What follows belongs to an exercise in optimizing a design on an open flow for small area; a production flow would make more cautious choices.
Only simulation tests tie the RTL to the original design; equivalence was not proved.
No activity file was given, so power comes from the tool's default toggle rates.

Design ALUUnit, start of the top module:
module ALUUnit(clock, ALUOp, funct, a, b, result, zero, carryOut);
export LEC_CHECK = 0
export CAP_MARGIN = 20
export CORE_MARGIN = 2
export CORE_UTILIZATION = 40
export SLEW_MARGIN = 20
create_clock -name core_clock -period 5.0 [get_ports {clock}]
standard.sh (not shown) runs the stock make flow with config.mk's settings and CLKGATE_MAP_FILE= SYNTH_SCRIPT=/design/flow/synth_recipe.tcl, a recipe that flattens the netlist after the stock synthesis.
==> flow/flow/run.sh <==
#!/bin/bash
# Standard ORFS layout with three changes: synthesis maps the logic with
# an area-oriented ABC script (flow/synth.abc) in place of ORFS's speed
# script (the registers come out as in the standard synthesis), the port
# buffers use the smallest buffer, and CTS builds its tree from clkbuf_4
# without dummy loads.
set -euo pipefail
export BUFFER_PORTS_ARGS="-buffer_cell sky130_fd_sc_hd__buf_1"
export CTS_ARGS="-sink_clustering_enable -repair_clock_nets -dont_use_dummy_load -buf_list sky130_fd_sc_hd__clkbuf_4"
export MY_ABC_SCRIPT=$PWD/flow/synth.abc
# synth_recipe.tcl with ORFS's ABC script swapped for flow/synth.abc
{
  head -n 1 synth_recipe.tcl
  cat flow/abc_override.tcl
  tail -n +2 synth_recipe.tcl
} > my_synth.tcl
sed -e "s#$PWD/synth_recipe.tcl#$PWD/my_synth.tcl#g" standard.sh > my_standard.sh
grep -q my_synth.tcl my_standard.sh
bash my_standard.sh finish > standard_flow.log 2>&1
==> flow/flow/abc_override.tcl <==
proc abc {args} {
  set i [lsearch -exact $args -script]
  if { $i >= 0 } { lset args [expr {$i + 1}] $::env(MY_ABC_SCRIPT) }
  yosys abc {*}$args
}
==> flow/flow/synth.abc <==
&get -n
&st
&syn2
&dch
&nf -R 0 -p -E 100
&put
The starting point passed the timing, DRC and antenna checks.
Next try:
--- a/flow/flow/run.sh
+++ b/flow/flow/run.sh
@@ -9,2 +9,3 @@
 export CTS_ARGS="-sink_clustering_enable -repair_clock_nets -dont_use_dummy_load -buf_list sky130_fd_sc_hd__clkbuf_4"
+export RECOVER_POWER=100
 export MY_ABC_SCRIPT=$PWD/flow/synth.abc
==> flow/flow/synth.abc (replaced) <==
&get -n
&st
&dch -f
&nf -R 0 -p -E 100
&put
- GPL_ROUTABILITY_DRIVEN: default -> 0
- GPL_TIMING_DRIVEN: default -> 0
Wire length falls by roughly a tenth.
Sequential power rises by a few percent.
Core utilization rises by 0.17 points.
Setup slack gets worse by 0.18 ns.
Global-route usage falls by 1.3 points.
Design area falls by a few percent.
Register-to-register slack gets worse by 0.02 ns.
First-iteration DRC count rises by well over a third.
Die area falls by a few percent.
Total power falls slightly.

---

The RTL this note starts from:
==> flow/design.v <==
module ALUControl(operation, ALUOp, ff);
	input [1:0] ALUOp;
	input [5:0] ff;
	output [2:0] operation;
	assign operation[0] = ALUOp[1] & (ff[0] | ff[3]);
	assign operation[1] = ~ALUOp[1] | ~ff[2];
	assign operation[2] = (ALUOp[1] & ff[1]) | ALUOp[0];
endmodule
module ALU32Bit(zero, carryOut, result, a, b, op);
	input [31:0] a, b;
	input [2:0] op;
	output [31:0] result;
	output zero, carryOut;
	wire sub = op[2];
	wire [31:0] bx = b ^ {32{sub}};
	wire [31:0] g = a & bx;
	wire [31:0] p = a ^ bx;
	wire G0_0 = g[0] | (p[0] & sub);
	wire G1_1 = g[1] | (p[1] & G0_0);
	wire G1_3 = g[3] | (p[3] & g[2]);
	wire P1_3 = p[3] & p[2];
	wire G1_5 = g[5] | (p[5] & g[4]);
	wire P1_5 = p[5] & p[4];
	wire G1_7 = g[7] | (p[7] & g[6]);
	wire P1_7 = p[7] & p[6];
	wire G1_9 = g[9] | (p[9] & g[8]);
	wire P1_9 = p[9] & p[8];
	wire G1_11 = g[11] | (p[11] & g[10]);
	wire P1_11 = p[11] & p[10];
	wire G1_13 = g[13] | (p[13] & g[12]);
	wire P1_13 = p[13] & p[12];
	wire G1_15 = g[15] | (p[15] & g[14]);
	wire P1_15 = p[15] & p[14];
	wire G1_17 = g[17] | (p[17] & g[16]);
	wire P1_17 = p[17] & p[16];
	wire G1_19 = g[19] | (p[19] & g[18]);
	wire P1_19 = p[19] & p[18];
	wire G1_21 = g[21] | (p[21] & g[20]);
	wire P1_21 = p[21] & p[20];
	wire G1_23 = g[23] | (p[23] & g[22]);
	wire P1_23 = p[23] & p[22];
	wire G1_25 = g[25] | (p[25] & g[24]);
	wire P1_25 = p[25] & p[24];
	wire G1_27 = g[27] | (p[27] & g[26]);
	wire P1_27 = p[27] & p[26];
	wire G1_29 = g[29] | (p[29] & g[28]);
	wire P1_29 = p[29] & p[28];
	wire G1_31 = g[31] | (p[31] & g[30]);
	wire P1_31 = p[31] & p[30];
	wire G2_3 = G1_3 | (P1_3 & G1_1);
	wire G2_7 = G1_7 | (P1_7 & G1_5);
	wire P2_7 = P1_7 & P1_5;
	wire G2_11 = G1_11 | (P1_11 & G1_9);
	wire P2_11 = P1_11 & P1_9;
	wire G2_15 = G1_15 | (P1_15 & G1_13);
	wire P2_15 = P1_15 & P1_13;
	wire G2_19 = G1_19 | (P1_19 & G1_17);
	wire P2_19 = P1_19 & P1_17;
	wire G2_23 = G1_23 | (P1_23 & G1_21);
	wire P2_23 = P1_23 & P1_21;
	wire G2_27 = G1_27 | (P1_27 & G1_25);
	wire P2_27 = P1_27 & P1_25;
	wire G2_31 = G1_31 | (P1_31 & G1_29);
	wire P2_31 = P1_31 & P1_29;
	wire G3_7 = G2_7 | (P2_7 & G2_3);
	wire G3_15 = G2_15 | (P2_15 & G2_11);
	wire P3_15 = P2_15 & P2_11;
	wire G3_23 = G2_23 | (P2_23 & G2_19);
	wire P3_23 = P2_23 & P2_19;
	wire G3_31 = G2_31 | (P2_31 & G2_27);
	wire P3_31 = P2_31 & P2_27;
	wire G4_15 = G3_15 | (P3_15 & G3_7);
	wire G4_31 = G3_31 | (P3_31 & G3_23);
	wire P4_31 = P3_31 & P3_23;
	wire G5_31 = G4_31 | (P4_31 & G4_15);
	wire G6_23 = G3_23 | (P3_23 & G4_15);
	wire G7_11 = G2_11 | (P2_11 & G3_7);
	wire G7_19 = G2_19 | (P2_19 & G4_15);
	wire G7_27 = G2_27 | (P2_27 & G6_23);
	wire G8_5 = G1_5 | (P1_5 & G2_3);
	wire G8_9 = G1_9 | (P1_9 & G3_7);
	wire G8_13 = G1_13 | (P1_13 & G7_11);
	wire G8_17 = G1_17 | (P1_17 & G4_15);
	wire G8_21 = G1_21 | (P1_21 & G7_19);
	wire G8_25 = G1_25 | (P1_25 & G6_23);
	wire G8_29 = G1_29 | (P1_29 & G7_27);
	wire G9_2 = g[2] | (p[2] & G1_1);
	wire G9_4 = g[4] | (p[4] & G2_3);
	wire G9_6 = g[6] | (p[6] & G8_5);
	wire G9_8 = g[8] | (p[8] & G3_7);
	wire G9_10 = g[10] | (p[10] & G8_9);
	wire G9_12 = g[12] | (p[12] & G7_11);
	wire G9_14 = g[14] | (p[14] & G8_13);
	wire G9_16 = g[16] | (p[16] & G4_15);
	wire G9_18 = g[18] | (p[18] & G8_17);
	wire G9_20 = g[20] | (p[20] & G7_19);
	wire G9_22 = g[22] | (p[22] & G8_21);
	wire G9_24 = g[24] | (p[24] & G6_23);
	wire G9_26 = g[26] | (p[26] & G8_25);
	wire G9_28 = g[28] | (p[28] & G7_27);
	wire G9_30 = g[30] | (p[30] & G8_29);
	wire [32:0] c;
	assign c[0] = sub;
	assign c[1] = G0_0;
	assign c[2] = G1_1;
	assign c[3] = G9_2;
	assign c[4] = G2_3;
	assign c[5] = G9_4;
	assign c[6] = G8_5;
	assign c[7] = G9_6;
	assign c[8] = G3_7;
	assign c[9] = G9_8;
	assign c[10] = G8_9;
	assign c[11] = G9_10;
	assign c[12] = G7_11;
	assign c[13] = G9_12;
	assign c[14] = G8_13;
	assign c[15] = G9_14;
	assign c[16] = G4_15;
	assign c[17] = G9_16;
	assign c[18] = G8_17;
	assign c[19] = G9_18;
	assign c[20] = G7_19;
	assign c[21] = G9_20;
	assign c[22] = G8_21;
	assign c[23] = G9_22;
	assign c[24] = G6_23;
	assign c[25] = G9_24;
	assign c[26] = G8_25;
	assign c[27] = G9_26;
	assign c[28] = G7_27;
	assign c[29] = G9_28;
	assign c[30] = G8_29;
	assign c[31] = G9_30;
	assign c[32] = G5_31;
	wire [31:0] s = p ^ c[31:0];
	wire cout = c[32];
	wire logic_op = ~op[1] & ~op[2];
	wire arith = op[1] & ~op[0];
	wire slt = op[2] & op[1] & op[0];
	wire or_op = logic_op & op[0];
	wire z = ~arith & ~or_op;
	wire [31:0] y = ({32{arith}} & c[31:0]) | ({32{logic_op}} & g) | ({32{z}} & p);
	assign result = (p ^ y) | {31'b0, slt & ~cout};
	assign carryOut = arith & (cout ^ sub);
	assign zero = ~|result;
endmodule
module ALUUnit(clock, ALUOp, funct, a, b, result, zero, carryOut);
	input clock;
	input [1:0] ALUOp;
	input [5:0] funct;
	input [31:0] a, b;
	output reg [31:0] result;
	output zero;
	output reg carryOut;
	wire [2:0] operation;
	wire [31:0] aluResult;
	wire aluZero, aluCarry;
	reg [31:0] resultQ;
	reg carryQ;
	ALUControl ctl(operation, ALUOp, funct);
	ALU32Bit alu(aluZero, aluCarry, aluResult, a, b, operation);
	always @(posedge clock)
	begin
		resultQ <= aluResult;
		if (operation == 3'd2 || operation == 3'd6)
			carryQ <= aluCarry;
		result <= resultQ;
		carryOut <= carryQ;
	end
	assign zero = ~|result;
endmodule
==> flow/config.mk <==
export PLATFORM = sky130hd
export DESIGN_NAME = ALUUnit
export DESIGN_NICKNAME = ALUUnit
export VERILOG_FILES = /design/flow/design.v
export SDC_FILE = /design/flow/constraint.sdc
export NUM_CORES = 4
export LEC_CHECK = 0
export CAP_MARGIN = 20
export CORE_MARGIN = 2
export CORE_UTILIZATION = 40
export SLEW_MARGIN = 20
==> flow/constraint.sdc <==
create_clock -name core_clock -period 5.0 [get_ports {clock}]
set_input_delay 1.0000 -clock core_clock [delete_from_list [all_inputs] [get_ports {clock}]]
set_output_delay 1.0000 -clock core_clock [all_outputs]
set_load 0.01 [all_outputs]
==> flow/flow/run.sh <==
#!/bin/bash
# Standard ORFS layout with four changes: synthesis maps the logic with an
# area-oriented ABC script (flow/synth.abc) in place of ORFS's speed script
# (the registers come out as in the standard synthesis), the port buffers
# use the smallest buffer, CTS builds its tree from clkbuf_4 without dummy
# loads, and global routing's power recovery downsizes gates off the
# critical paths. Each tool's output is in the ORFS logs under orfs/logs;
# make's own output is in standard_flow.log.
set -euo pipefail
export BUFFER_PORTS_ARGS="-buffer_cell sky130_fd_sc_hd__buf_1"
export CTS_ARGS="-sink_clustering_enable -repair_clock_nets -dont_use_dummy_load -buf_list sky130_fd_sc_hd__clkbuf_4"
export RECOVER_POWER=100
export MY_ABC_SCRIPT=$PWD/flow/synth.abc
# synth_recipe.tcl with ORFS's ABC script swapped for flow/synth.abc
{
  head -n 1 synth_recipe.tcl
  cat flow/abc_override.tcl
  tail -n +2 synth_recipe.tcl
} > my_synth.tcl
sed -e "s#$PWD/synth_recipe.tcl#$PWD/my_synth.tcl#g" standard.sh > my_standard.sh
grep -q my_synth.tcl my_standard.sh
bash my_standard.sh finish > standard_flow.log 2>&1
==> flow/flow/synth.abc <==
&get -n
&st
&dch -f
&nf -R 0 -p -E 100
&put
Scripts as last shown in full above: flow/flow/abc_override.tcl
Rerun with:
==> flow/flow/run.sh (replaced) <==
#!/bin/bash
# Standard ORFS layout with three changes: synthesis maps the logic with
# an area-oriented ABC script (flow/synth.abc) in place of ORFS's speed
# script (the registers come out as in the standard synthesis), the port
# buffers use the smallest buffer, and CTS builds its tree from clkbuf_4
# without dummy loads.
set -euo pipefail
export BUFFER_PORTS_ARGS="-buffer_cell sky130_fd_sc_hd__buf_1"
export CTS_ARGS="-sink_clustering_enable -repair_clock_nets -dont_use_dummy_load -buf_list sky130_fd_sc_hd__clkbuf_4"
export MY_ABC_SCRIPT=$PWD/flow/synth.abc
# synth_recipe.tcl with ORFS's ABC script swapped for flow/synth.abc
{
  head -n 1 synth_recipe.tcl
  cat flow/abc_override.tcl
  tail -n +2 synth_recipe.tcl
} > my_synth.tcl
sed -e "s#$PWD/synth_recipe.tcl#$PWD/my_synth.tcl#g" standard.sh > my_standard.sh
grep -q my_synth.tcl my_standard.sh
bash my_standard.sh finish > standard_flow.log 2>&1
==> flow/flow/synth.abc (replaced) <==
&get -n
&st
&dch 
&nf -R 1000 -p -E 100
&put
- The changed run passed the timing, DRC and antenna checks
- cell area rises by about 2%
- die area stays flat
- non-clock buffer count rises by 4
- synthesized area stays flat
- cell count does not change

[what the ideal ports hide]
No port has a modelled driver above. Below, the same layouts with a new extraction and two added sets of constraints.
Step 1 (the two cells are an assumption about what drives the block):
set clk [get_ports {clock}]
set_driving_cell -lib_cell sky130_fd_sc_hd__clkbuf_16 $clk
set_driving_cell -lib_cell sky130_fd_sc_hd__buf_2 [delete_from_list [all_inputs] $clk]
Step 2, shift: input delay + t, output delay - t, t = (earliest + latest rising clock arrival at the registers) / 2. This alone moves slack from input paths to output paths.
Three values: no drivers, after step 1, after step 2; two values: the first two.
| run | t (ns) | slack for setup (ns) | hold slack, ns | clock arrival spread, ns | cell pins on the clock port's net |
|---|---|---|---|---|---|
| the first run of note 1 | 0.422 | 0.425 / 0.431 / 0.008 | 0.319 / 0.319 / 0.319 | 0.037 / 0.037 | 1 |
| the second run of note 1 | 0.416 | 0.250 / 0.258 / -0.159 | 0.314 / 0.314 / 0.314 | 0.029 / 0.029 | 1 |
| the first run of note 2 | 0.403 | 0.815 / 0.822 / 0.419 | 0.315 / 0.315 / 0.315 | 0.027 / 0.027 | 1 |
| the second run of note 2 | 0.412 | 0.409 / 0.417 / 0.005 | 0.324 / 0.324 / 0.324 | 0.046 / 0.046 | 1 |
Met with ideal ports but missed after step 2: setup timing in the second run of note 1. The setup slack of the first run of note 1, which loses most, moves by +0.006 ns with the drivers and by -0.417 ns with both steps.
